Source: an optimization exercise on an open RTL-to-GDS flow (aim: small area). Production flows keep margins and buffers that such runs may drop.
Function was checked by simulation only, so behaviour that the tests miss may differ from the original.
Power is estimated from default activity; no workload was simulated. The flow treats the clock pin as an ideal source, which a real chip does not have.

==> inputs of 08-23 <==
==> flow/design.v (excerpt) <==
module sample_dsp(
	input         clk_20M,
	input         rst_n,
	input         WR,
	input         RD,
	input         CS0,
	input  [7:0]  DSP_Add,
	input  [15:0] DSP_Data_in,
	output [15:0] DSP_Data_out,
	output        DSP_Data_oe,
	input  [6:0]  chAn,
	input  [6:0]  chBn,
	input  [15:0] data_in,
	input         busy0,
	output [3:0]  LED,
	output        cs0_n,
	output        cs1_n,
	output        convst,
	output        enc_rst
);
clock: 5.0 ns
lec_check: 0
cap_margin: 20
core_margin: 2
core_utilization: 60
cts_buf_list: sky130_fd_sc_hd__clkbuf_16
cts_cluster_diameter: 100
cts_cluster_size: 28
slew_margin: 20
synth_hierarchical: 1
run.sh (not shown) runs the stock make flow with config.mk's settings and CLKGATE_MAP_FILE= SYNTH_SCRIPT=/design/flow/synth_recipe.tcl, a recipe that flattens the netlist after the stock synthesis.
==> 09-21 (differences from 08-23) <==
--- a/flow/design.v
+++ b/flow/design.v
@@ -11,48 +11,41 @@
 		else if (c80 == 7'd79)
 			c80 <= 7'd0;
 		else
 			c80 <= c80 + 7'd1;
 	end
 endmodule
-module Encoder(clk, rst_n, tick, latch, act, clr_g, go0, k15, v2, v3, chAn, chBn, snap);
+module Encoder(clk, rst_n, tick, latch, clr_gn, go0, k15n, v2n, v3n, chAn, chBn, snap);
 	input clk, rst_n;
 	input tick;      
 	input latch;     
-	input act;       
-	input clr_g;     
+	input clr_gn;    
 	input go0;       
-	input k15;       
-	input v2, v3;    
+	input k15n;      
+	input v2n, v3n;  
 	input chAn, chBn;    
 	output [15:0] snap;
 	reg [1:0] state_n, state_r1_n, state_r2_n;
 	reg [15:0] acc;
 	reg [15:0] snap;
 	reg t;
-	wire [1:0] state_pre  = ~state_n & ~state_r1_n & {2{v2}};
-	wire [1:0] state_last = ~state_r1_n & ~state_r2_n & {2{v3}};
-	reg inc, dec;
-	always @(*) begin
-		inc = 1'b0; dec = 1'b0;
-		case ({state_last, state_pre})
-			4'b0010, 4'b1011, 4'b1101, 4'b0100: dec = 1'b1;
-			4'b0001, 4'b0111, 4'b1110, 4'b1000: inc = 1'b1;
-			default: ;
-		endcase
-	end
-	wire q     = acc[0] & ~clr_g;
-	wire t_eff = t | ((inc | dec) & go0);
-	wire sbit  = q ^ t_eff;
+	wire mv, dec;
+	enc_step ust(.s_n(state_n), .r1_n(state_r1_n), .r2_n(state_r2_n), .v2n(v2n), .v3n(v3n),
+	             .mv(mv), .dec(dec));
+	wire q, t_eff, sbit, qd, t_nx;
+	enc_and2 uq(.a(acc[0]), .b(clr_gn), .y(q));
+	enc_a21o  ut(.a1(mv), .a2(go0), .b1(t), .y(t_eff));
+	enc_xor2  us(.a(q), .b(t_eff), .y(sbit));
+	enc_xnor2 uqd(.a(q), .b(dec), .y(qd));
+	enc_and3b utn(.a(t_eff), .b(k15n), .cn(qd), .y(t_nx));
 	always @(posedge clk or negedge rst_n)
 	begin
-		if (!rst_n) begin
+		if (!rst_n)
 			t <= 1'b0;
-		end else begin
-			t <= t_eff & (q ^ dec) & ~k15;
-		end
+		else
+			t <= t_nx;
 	end
 	always @(posedge clk)
 	begin
 		acc <= {sbit, acc[15:1]};
 		if (tick) begin
 			state_n <= {chBn, chAn};
@@ -60,12 +53,36 @@
 			state_r2_n <= state_r1_n;
 		end
 		if (latch)
 			snap <= {acc[12:0], acc[15:13]};
 	end
 endmodule
+module enc_step(input [1:0] s_n, r1_n, r2_n, input v2n, v3n, output mv, dec);
+	wire [1:0] pre_n  = s_n | r1_n | {2{v2n}};
+	wire [1:0] last_n = r1_n | r2_n | {2{v3n}};
+	wire dp, dl;
+	enc_xor2 x0(.a(pre_n[0]), .b(pre_n[1]), .y(dp));
+	enc_xor2 x1(.a(last_n[0]), .b(last_n[1]), .y(dl));
+	enc_xor2 x2(.a(dp), .b(dl), .y(mv));
+	enc_xor2 x3(.a(pre_n[1]), .b(last_n[0]), .y(dec));
+endmodule
+module enc_xor2(input a, b, output y);
+	assign y = a ^ b;
+endmodule
+module enc_xnor2(input a, b, output y);
+	assign y = ~(a ^ b);
+endmodule
+module enc_and2(input a, b, output y);
+	assign y = a & b;
+endmodule
+module enc_a21o(input a1, a2, b1, output y);
+	assign y = (a1 & a2) | b1;
+endmodule
+module enc_and3b(input a, b, cn, output y);
+	assign y = a & b & ~cn;
+endmodule
 module IncEncoderGroup(clk_encoder, rst_n, c80, tick, RD, chAn, chBn,
 								snaps, rot, snap_ok);
 input clk_encoder, rst_n;
 input [6:0] c80;
 input tick;
 input RD;
@@ -76,20 +93,20 @@
 output snap_ok;
 	reg clk_rd_r0, clk_rd_r1;
 	reg clr;
 	reg snap_ok;
 	reg rot;
 	reg [1:0] ntick;     
-	wire v2 = ntick[1];
-	wire v3 = &ntick;
+	wire v2n = ~ntick[1];
+	wire v3n = ~(&ntick);
 	wire outputflag = clk_rd_r0 & ~clk_rd_r1;
 	wire latch = tick & outputflag;
 	wire act   = ~c80[6] & ~c80[4];             
 	wire k0    = (c80[3:0] == 4'd0);
-	wire k15   = (c80[3:0] == 4'd15);
-	wire clr_g = act & clr;
+	wire k15n  = ~(c80[3:0] == 4'd15);
+	wire clr_gn = ~(act & clr);
 	wire go0   = act & k0 & ~outputflag;
 	always @(posedge clk_encoder or negedge rst_n)
 	begin
 		if (!rst_n) begin
 			clk_rd_r0 <= 1'b0;
 			clk_rd_r1 <= 1'b0;
@@ -109,14 +126,13 @@
 	always @(posedge clk_encoder)
 		if (latch)
 			rot <= c80[5];
 	genvar g;
 	generate
 		for (g = 0; g < 7; g = g + 1) begin : enc
-			Encoder encoder(.clk(clk_encoder), .rst_n(rst_n), .tick(tick), .latch(latch), .act(act),
-				.clr_g(clr_g), .go0(go0), .k15(k15), .v2(v2), .v3(v3),
+			Encoder encoder(.clk(clk_encoder), .rst_n(rst_n), .tick(tick), .latch(latch), .clr_gn(clr_gn), .go0(go0), .k15n(k15n), .v2n(v2n), .v3n(v3n),
 				.chAn(chAn[g]), .chBn(chBn[g]), .snap(snaps[16*g +: 16]));
 		end
 	endgenerate
 endmodule
 module AbsEncoder(clk, clk_rd, rst_n, c80, data_in, cs0_n, cs1_n, busy0, convst, enc_rst,
 						words, word_ok);
@@ -172,22 +188,32 @@
 			end else if (cv == 3'd5)
 				cv <= 3'd0;
 			else
 				cv <= cv + 3'd1;
 		end
 	end
+	wire [3:0] pa, pb;
 	genvar k;
 	generate
+		for (k = 0; k < 4; k = k + 1) begin : pd
+			assign pa[k] = data_cnt[0] & (data_cnt[2:1] == k);
+			assign pb[k] = (data_cnt[4:3] == k);
+		end
 		for (k = 0; k < 16; k = k + 1) begin : wd
+			wire en;
+			abs_and2 ue(.a(pa[k % 4]), .b(pb[k / 4]), .y(en));
 			always @(posedge clk)
-				if (data_cnt[0] && data_cnt[4:1] == k)
+				if (en)
 					words[16*k +: 16] <= data_in;
 			assign word_ok[k] = abs_all | (data_cnt[4:1] > k);
 		end
 	endgenerate
 endmodule
+module abs_and2(input a, b, output y);
+	assign y = a & b;
+endmodule
 module ParaBus(clk, rst_n, DSP_Add, DSP_Data_in, DSP_Data_out, DSP_Data_oe, WR, RD, CS0, LED,
 					IncEncoderRd, snaps, rot, inc_ok, words, word_ok);
 input clk, rst_n;
 input [7:0] DSP_Add;
 input WR, RD, CS0;
 input [15:0] DSP_Data_in;
@@ -197,13 +223,14 @@
 input [255:0] words;
 input [15:0] word_ok;
 output [15:0] DSP_Data_out;
 output DSP_Data_oe;
 output [3:0] LED;
 output IncEncoderRd;
-reg [15:0] DSP_Data_reg;
+reg [15:0] DSP_Data_reg;    
+reg dvalid;
 reg Control0;
 reg [15:1] Control_hi;      
 reg ctrl_ok;
 reg [3:0] LED_reg;
 reg WR_r, RD_r, oe_reg;
 wire wr_en = WR & ~WR_r & ~CS0;
@@ -230,21 +257,29 @@
 	if (wr_en && DSP_Add == 8'h00)
 		Control_hi <= DSP_Data_in[15:1];
 wire [17:0] sel;
 wire [6:0] si;
 genvar k, i;
 generate
+	wire [3:0] lo, hi_abs;
+	wire [1:0] hi_inc;
+	for (k = 0; k < 4; k = k + 1) begin : pd
+		assign lo[k] = (DSP_Add[1:0] == k);
+		assign hi_abs[k] = rd_en & a_abs & (DSP_Add[3:2] == k);
+	end
+	assign hi_inc[0] = rd_en & a_inc & inc_ok & ~DSP_Add[2];
+	assign hi_inc[1] = rd_en & a_inc & inc_ok & DSP_Add[2];
 	for (k = 0; k < 16; k = k + 1) begin : sa
-		assign sel[k] = rd_en & a_abs & (DSP_Add[3:0] == k) & word_ok[k];
+		rd_and3 us(.a(hi_abs[k / 4]), .b(lo[k % 4]), .c(word_ok[k]), .y(sel[k]));
 	end
 	for (k = 0; k < 7; k = k + 1) begin : sinc
-		assign si[k] = rd_en & a_inc & (DSP_Add[2:0] == k) & inc_ok;
+		rd_and2 us(.a(hi_inc[k / 4]), .b(lo[k % 4]), .y(si[k]));
 	end
 endgenerate
 assign sel[16] = rd_en & a_ctrl & ctrl_ok;
-assign sel[17] = ~(rd_en & (a_ctrl | a_inc | a_abs));
+assign sel[17] = ~(rd_en & (a_ctrl | a_inc | a_abs)) & dvalid;
 wire [15:0] ctrl = {Control_hi, Control0};
 wire [15:0] m;       
 wire [15:0] d;
 generate
 	for (i = 0; i < 16; i = i + 1) begin : rb
 		wire [5:0] n;
@@ -259,26 +294,25 @@
 		rd_aoi222 ui0(.a1(si[0]), .b1(snaps[16*0 + i]), .a2(si[1]), .b2(snaps[16*1 + i]),
 		              .a3(si[2]), .b3(snaps[16*2 + i]), .y(mn0));
 		rd_aoi222 ui1(.a1(si[3]), .b1(snaps[16*3 + i]), .a2(si[4]), .b2(snaps[16*4 + i]),
 		              .a3(si[5]), .b3(snaps[16*5 + i]), .y(mn1));
 		rd_nand2 ui2(.a(si[6]), .b(snaps[16*6 + i]), .y(mn2));
 		rd_nand3 ui3(.a(mn0), .b(mn1), .c(mn2), .y(m[i]));
-		wire x0, x1;
-		rd_nand3 ux0(.a(n[0]), .b(n[1]), .c(n[2]), .y(x0));
-		rd_nand3 ux1(.a(n[3]), .b(n[4]), .c(n[5]), .y(x1));
 	end
 	for (i = 0; i < 16; i = i + 1) begin : rf
-		rd_fin uf(.x0(rb[i].x0), .x1(rb[i].x1), .ma(m[i]), .mb(m[(i + 8) % 16]), .rot(rot), .y(d[i]));
+		rd_fin uf(.n(rb[i].n), .ma(m[i]), .mb(m[(i + 8) % 16]), .rot(rot), .y(d[i]));
 	end
 endgenerate
+always @(posedge clk)
+	DSP_Data_reg <= d;
 always @(posedge clk or negedge rst_n)
 begin
 	if (!rst_n)
-		DSP_Data_reg <= 16'h0000;
+		dvalid <= 1'b0;
 	else
-		DSP_Data_reg <= d;
+		dvalid <= 1'b1;
 end
 always @(posedge clk or negedge rst_n)
 begin
 	if (!rst_n) begin
 		WR_r <= 1'b1;
 		RD_r <= 1'b1;
@@ -300,14 +334,20 @@
 module rd_nand2(input a, b, output y);
 	assign y = ~(a & b);
 endmodule
 module rd_nand3(input a, b, c, output y);
 	assign y = ~(a & b & c);
 endmodule
-module rd_fin(input x0, x1, ma, mb, rot, output y);
-	assign y = x0 | x1 | (rot ? mb : ma);
+module rd_fin(input [5:0] n, input ma, mb, rot, output y);
+	assign y = ~(&n) | (rot ? mb : ma);
+endmodule
+module rd_and3(input a, b, c, output y);
+	assign y = a & b & c;
+endmodule
+module rd_and2(input a, b, output y);
+	assign y = a & b;
 endmodule
 module sample_dsp(
 	input         clk_20M,
 	input         rst_n,
 	input         WR,
 	input         RD,
==> flow/flow/run.sh (new file) <==
#!/bin/bash
set -euo pipefail
export BUFFER_PORTS_ARGS="-buffer_cell sky130_fd_sc_hd__buf_1"
export CTS_ARGS="-sink_clustering_enable -repair_clock_nets -sink_clustering_size 30 -sink_clustering_max_diameter 100 -buf_list sky130_fd_sc_hd__clkbuf_16 -root_buf sky130_fd_sc_hd__clkbuf_8 -dont_use_dummy_load"
bash standard.sh > standard_flow.log 2>&1
==> flow/standard.sh (new file) <==
#!/bin/bash
# synth_recipe.tcl (not shown) runs the flow's synth.tcl, then flattens the netlist and writes it again
# the make line also repeats each setting of config.mk as NAME=value (left out here)
make -C /OpenROAD-flow-scripts/flow DESIGN_CONFIG=/design/flow/config.mk WORK_HOME=/design/flow/orfs CLKGATE_MAP_FILE= SYNTH_SCRIPT=/design/flow/synth_recipe.tcl "${@:-finish}"
- CTS_CLUSTER_SIZE: 28 -> 30
removed: flow/run.sh
==> 07-09 (differences from 08-23) <==
--- a/flow/design.v
+++ b/flow/design.v
@@ -11,48 +11,41 @@
 		else if (c80 == 7'd79)
 			c80 <= 7'd0;
 		else
 			c80 <= c80 + 7'd1;
 	end
 endmodule
-module Encoder(clk, rst_n, tick, latch, act, clr_g, go0, k15, v2, v3, chAn, chBn, snap);
+module Encoder(clk, rst_n, tick, latch, clr_gn, go0, k15n, v2n, v3n, chAn, chBn, snap);
 	input clk, rst_n;
 	input tick;      
 	input latch;     
-	input act;       
-	input clr_g;     
+	input clr_gn;    
 	input go0;       
-	input k15;       
-	input v2, v3;    
+	input k15n;      
+	input v2n, v3n;  
 	input chAn, chBn;    
 	output [15:0] snap;
 	reg [1:0] state_n, state_r1_n, state_r2_n;
 	reg [15:0] acc;
 	reg [15:0] snap;
 	reg t;
-	wire [1:0] state_pre  = ~state_n & ~state_r1_n & {2{v2}};
-	wire [1:0] state_last = ~state_r1_n & ~state_r2_n & {2{v3}};
-	reg inc, dec;
-	always @(*) begin
-		inc = 1'b0; dec = 1'b0;
-		case ({state_last, state_pre})
-			4'b0010, 4'b1011, 4'b1101, 4'b0100: dec = 1'b1;
-			4'b0001, 4'b0111, 4'b1110, 4'b1000: inc = 1'b1;
-			default: ;
-		endcase
-	end
-	wire q     = acc[0] & ~clr_g;
-	wire t_eff = t | ((inc | dec) & go0);
-	wire sbit  = q ^ t_eff;
+	wire mv, dec;
+	enc_step ust(.s_n(state_n), .r1_n(state_r1_n), .r2_n(state_r2_n), .v2n(v2n), .v3n(v3n),
+	             .mv(mv), .dec(dec));
+	wire q, t_eff, sbit, qd, t_nx;
+	enc_and2 uq(.a(acc[0]), .b(clr_gn), .y(q));
+	enc_a21o  ut(.a1(mv), .a2(go0), .b1(t), .y(t_eff));
+	enc_xor2  us(.a(q), .b(t_eff), .y(sbit));
+	enc_xnor2 uqd(.a(q), .b(dec), .y(qd));
+	enc_and3b utn(.a(t_eff), .b(k15n), .cn(qd), .y(t_nx));
 	always @(posedge clk or negedge rst_n)
 	begin
-		if (!rst_n) begin
+		if (!rst_n)
 			t <= 1'b0;
-		end else begin
-			t <= t_eff & (q ^ dec) & ~k15;
-		end
+		else
+			t <= t_nx;
 	end
 	always @(posedge clk)
 	begin
 		acc <= {sbit, acc[15:1]};
 		if (tick) begin
 			state_n <= {chBn, chAn};
@@ -60,12 +53,33 @@
 			state_r2_n <= state_r1_n;
 		end
 		if (latch)
 			snap <= {acc[12:0], acc[15:13]};
 	end
 endmodule
+module enc_step(input [1:0] s_n, r1_n, r2_n, input v2n, v3n, output mv, dec);
+	wire [1:0] pre  = ~(s_n | r1_n | {2{v2n}});
+	wire [1:0] last = ~(r1_n | r2_n | {2{v3n}});
+	assign mv  = pre[0] ^ pre[1] ^ last[0] ^ last[1];
+	assign dec = pre[1] ^ last[0];
+endmodule
+module enc_xor2(input a, b, output y);
+	assign y = a ^ b;
+endmodule
+module enc_xnor2(input a, b, output y);
+	assign y = ~(a ^ b);
+endmodule
+module enc_and2(input a, b, output y);
+	assign y = a & b;
+endmodule
+module enc_a21o(input a1, a2, b1, output y);
+	assign y = (a1 & a2) | b1;
+endmodule
+module enc_and3b(input a, b, cn, output y);
+	assign y = a & b & ~cn;
+endmodule
 module IncEncoderGroup(clk_encoder, rst_n, c80, tick, RD, chAn, chBn,
 								snaps, rot, snap_ok);
 input clk_encoder, rst_n;
 input [6:0] c80;
 input tick;
 input RD;
@@ -76,20 +90,20 @@
 output snap_ok;
 	reg clk_rd_r0, clk_rd_r1;
 	reg clr;
 	reg snap_ok;
 	reg rot;
 	reg [1:0] ntick;     
-	wire v2 = ntick[1];
-	wire v3 = &ntick;
+	wire v2n = ~ntick[1];
+	wire v3n = ~(&ntick);
 	wire outputflag = clk_rd_r0 & ~clk_rd_r1;
 	wire latch = tick & outputflag;
 	wire act   = ~c80[6] & ~c80[4];             
 	wire k0    = (c80[3:0] == 4'd0);
-	wire k15   = (c80[3:0] == 4'd15);
-	wire clr_g = act & clr;
+	wire k15n  = ~(c80[3:0] == 4'd15);
+	wire clr_gn = ~(act & clr);
 	wire go0   = act & k0 & ~outputflag;
 	always @(posedge clk_encoder or negedge rst_n)
 	begin
 		if (!rst_n) begin
 			clk_rd_r0 <= 1'b0;
 			clk_rd_r1 <= 1'b0;
@@ -109,14 +123,13 @@
 	always @(posedge clk_encoder)
 		if (latch)
 			rot <= c80[5];
 	genvar g;
 	generate
 		for (g = 0; g < 7; g = g + 1) begin : enc
-			Encoder encoder(.clk(clk_encoder), .rst_n(rst_n), .tick(tick), .latch(latch), .act(act),
-				.clr_g(clr_g), .go0(go0), .k15(k15), .v2(v2), .v3(v3),
+			Encoder encoder(.clk(clk_encoder), .rst_n(rst_n), .tick(tick), .latch(latch), .clr_gn(clr_gn), .go0(go0), .k15n(k15n), .v2n(v2n), .v3n(v3n),
 				.chAn(chAn[g]), .chBn(chBn[g]), .snap(snaps[16*g +: 16]));
 		end
 	endgenerate
 endmodule
 module AbsEncoder(clk, clk_rd, rst_n, c80, data_in, cs0_n, cs1_n, busy0, convst, enc_rst,
 						words, word_ok);
@@ -197,13 +210,14 @@
 input [255:0] words;
 input [15:0] word_ok;
 output [15:0] DSP_Data_out;
 output DSP_Data_oe;
 output [3:0] LED;
 output IncEncoderRd;
-reg [15:0] DSP_Data_reg;
+reg [15:0] DSP_Data_reg;    
+reg dvalid;
 reg Control0;
 reg [15:1] Control_hi;      
 reg ctrl_ok;
 reg [3:0] LED_reg;
 reg WR_r, RD_r, oe_reg;
 wire wr_en = WR & ~WR_r & ~CS0;
@@ -238,13 +252,13 @@
 	end
 	for (k = 0; k < 7; k = k + 1) begin : sinc
 		assign si[k] = rd_en & a_inc & (DSP_Add[2:0] == k) & inc_ok;
 	end
 endgenerate
 assign sel[16] = rd_en & a_ctrl & ctrl_ok;
-assign sel[17] = ~(rd_en & (a_ctrl | a_inc | a_abs));
+assign sel[17] = ~(rd_en & (a_ctrl | a_inc | a_abs)) & dvalid;
 wire [15:0] ctrl = {Control_hi, Control0};
 wire [15:0] m;       
 wire [15:0] d;
 generate
 	for (i = 0; i < 16; i = i + 1) begin : rb
 		wire [5:0] n;
@@ -267,18 +281,20 @@
 		rd_nand3 ux1(.a(n[3]), .b(n[4]), .c(n[5]), .y(x1));
 	end
 	for (i = 0; i < 16; i = i + 1) begin : rf
 		rd_fin uf(.x0(rb[i].x0), .x1(rb[i].x1), .ma(m[i]), .mb(m[(i + 8) % 16]), .rot(rot), .y(d[i]));
 	end
 endgenerate
+always @(posedge clk)
+	DSP_Data_reg <= d;
 always @(posedge clk or negedge rst_n)
 begin
 	if (!rst_n)
-		DSP_Data_reg <= 16'h0000;
+		dvalid <= 1'b0;
 	else
-		DSP_Data_reg <= d;
+		dvalid <= 1'b1;
 end
 always @(posedge clk or negedge rst_n)
 begin
 	if (!rst_n) begin
 		WR_r <= 1'b1;
 		RD_r <= 1'b1;
==> flow/flow/run.sh (new file) <==
#!/bin/bash
set -euo pipefail
export BUFFER_PORTS_ARGS="-buffer_cell sky130_fd_sc_hd__buf_1"
bash standard.sh > standard_flow.log 2>&1
==> flow/standard.sh (new file) <==
#!/bin/bash
# synth_recipe.tcl (not shown) runs the flow's synth.tcl, then flattens the netlist and writes it again
# the make line also repeats each setting of config.mk as NAME=value (left out here)
make -C /OpenROAD-flow-scripts/flow DESIGN_CONFIG=/design/flow/config.mk WORK_HOME=/design/flow/orfs CLKGATE_MAP_FILE= SYNTH_SCRIPT=/design/flow/synth_recipe.tcl "${@:-finish}"
removed: flow/run.sh
==> summary of the runs <==
08-23 completed with no timing, DRC or antenna violations. 07-09 finished with timing, DRC and antenna clean. 09-21 ran to the end with no violations. In 07-09 the first-iteration DRC count is larger than in 08-23, by 17%. The highest combinational power belongs to 08-23, the lowest to 09-21. In sequential power, 09-21 and 08-23 hardly differ. Via count: 08-23 > 07-09 > 09-21. Register-to-register slack: 08-23 > 09-21 > 07-09.

## what the ideal ports hide
Ports are ideal in the flow. The routed layouts listed here were re-timed in OpenROAD.
Step 1, drivers: a clkbuf_16 drives clk_20M and a buf_2 each remaining input, both assumed.
Step 2 adds t to the input delays and takes it off the output delays; t is the mean of the earliest and latest rising clock arrival at the registers after step 1. Input paths then give back, and output paths get back, about the clock's delay inside the block.
Slacks: no drivers / after step 1 / after step 2; pairs: no drivers / after step 1.
run	shift t [ns]	setup WS [ns]	hold WS [ns]
08-23	0.607	1.642 / 1.651 / 1.044	0.340 / 0.329 / 0.340
09-21	0.686	1.680 / 1.708 / 1.022	0.352 / 0.352 / 0.352
07-09	0.623	1.760 / 1.786 / 1.171	0.347 / 0.347 / 0.347
After both steps every run listed still meets setup and hold. For 09-21, which loses most, drivers alone change the setup slack by +0.028 ns; drivers and shift together by -0.658 ns.
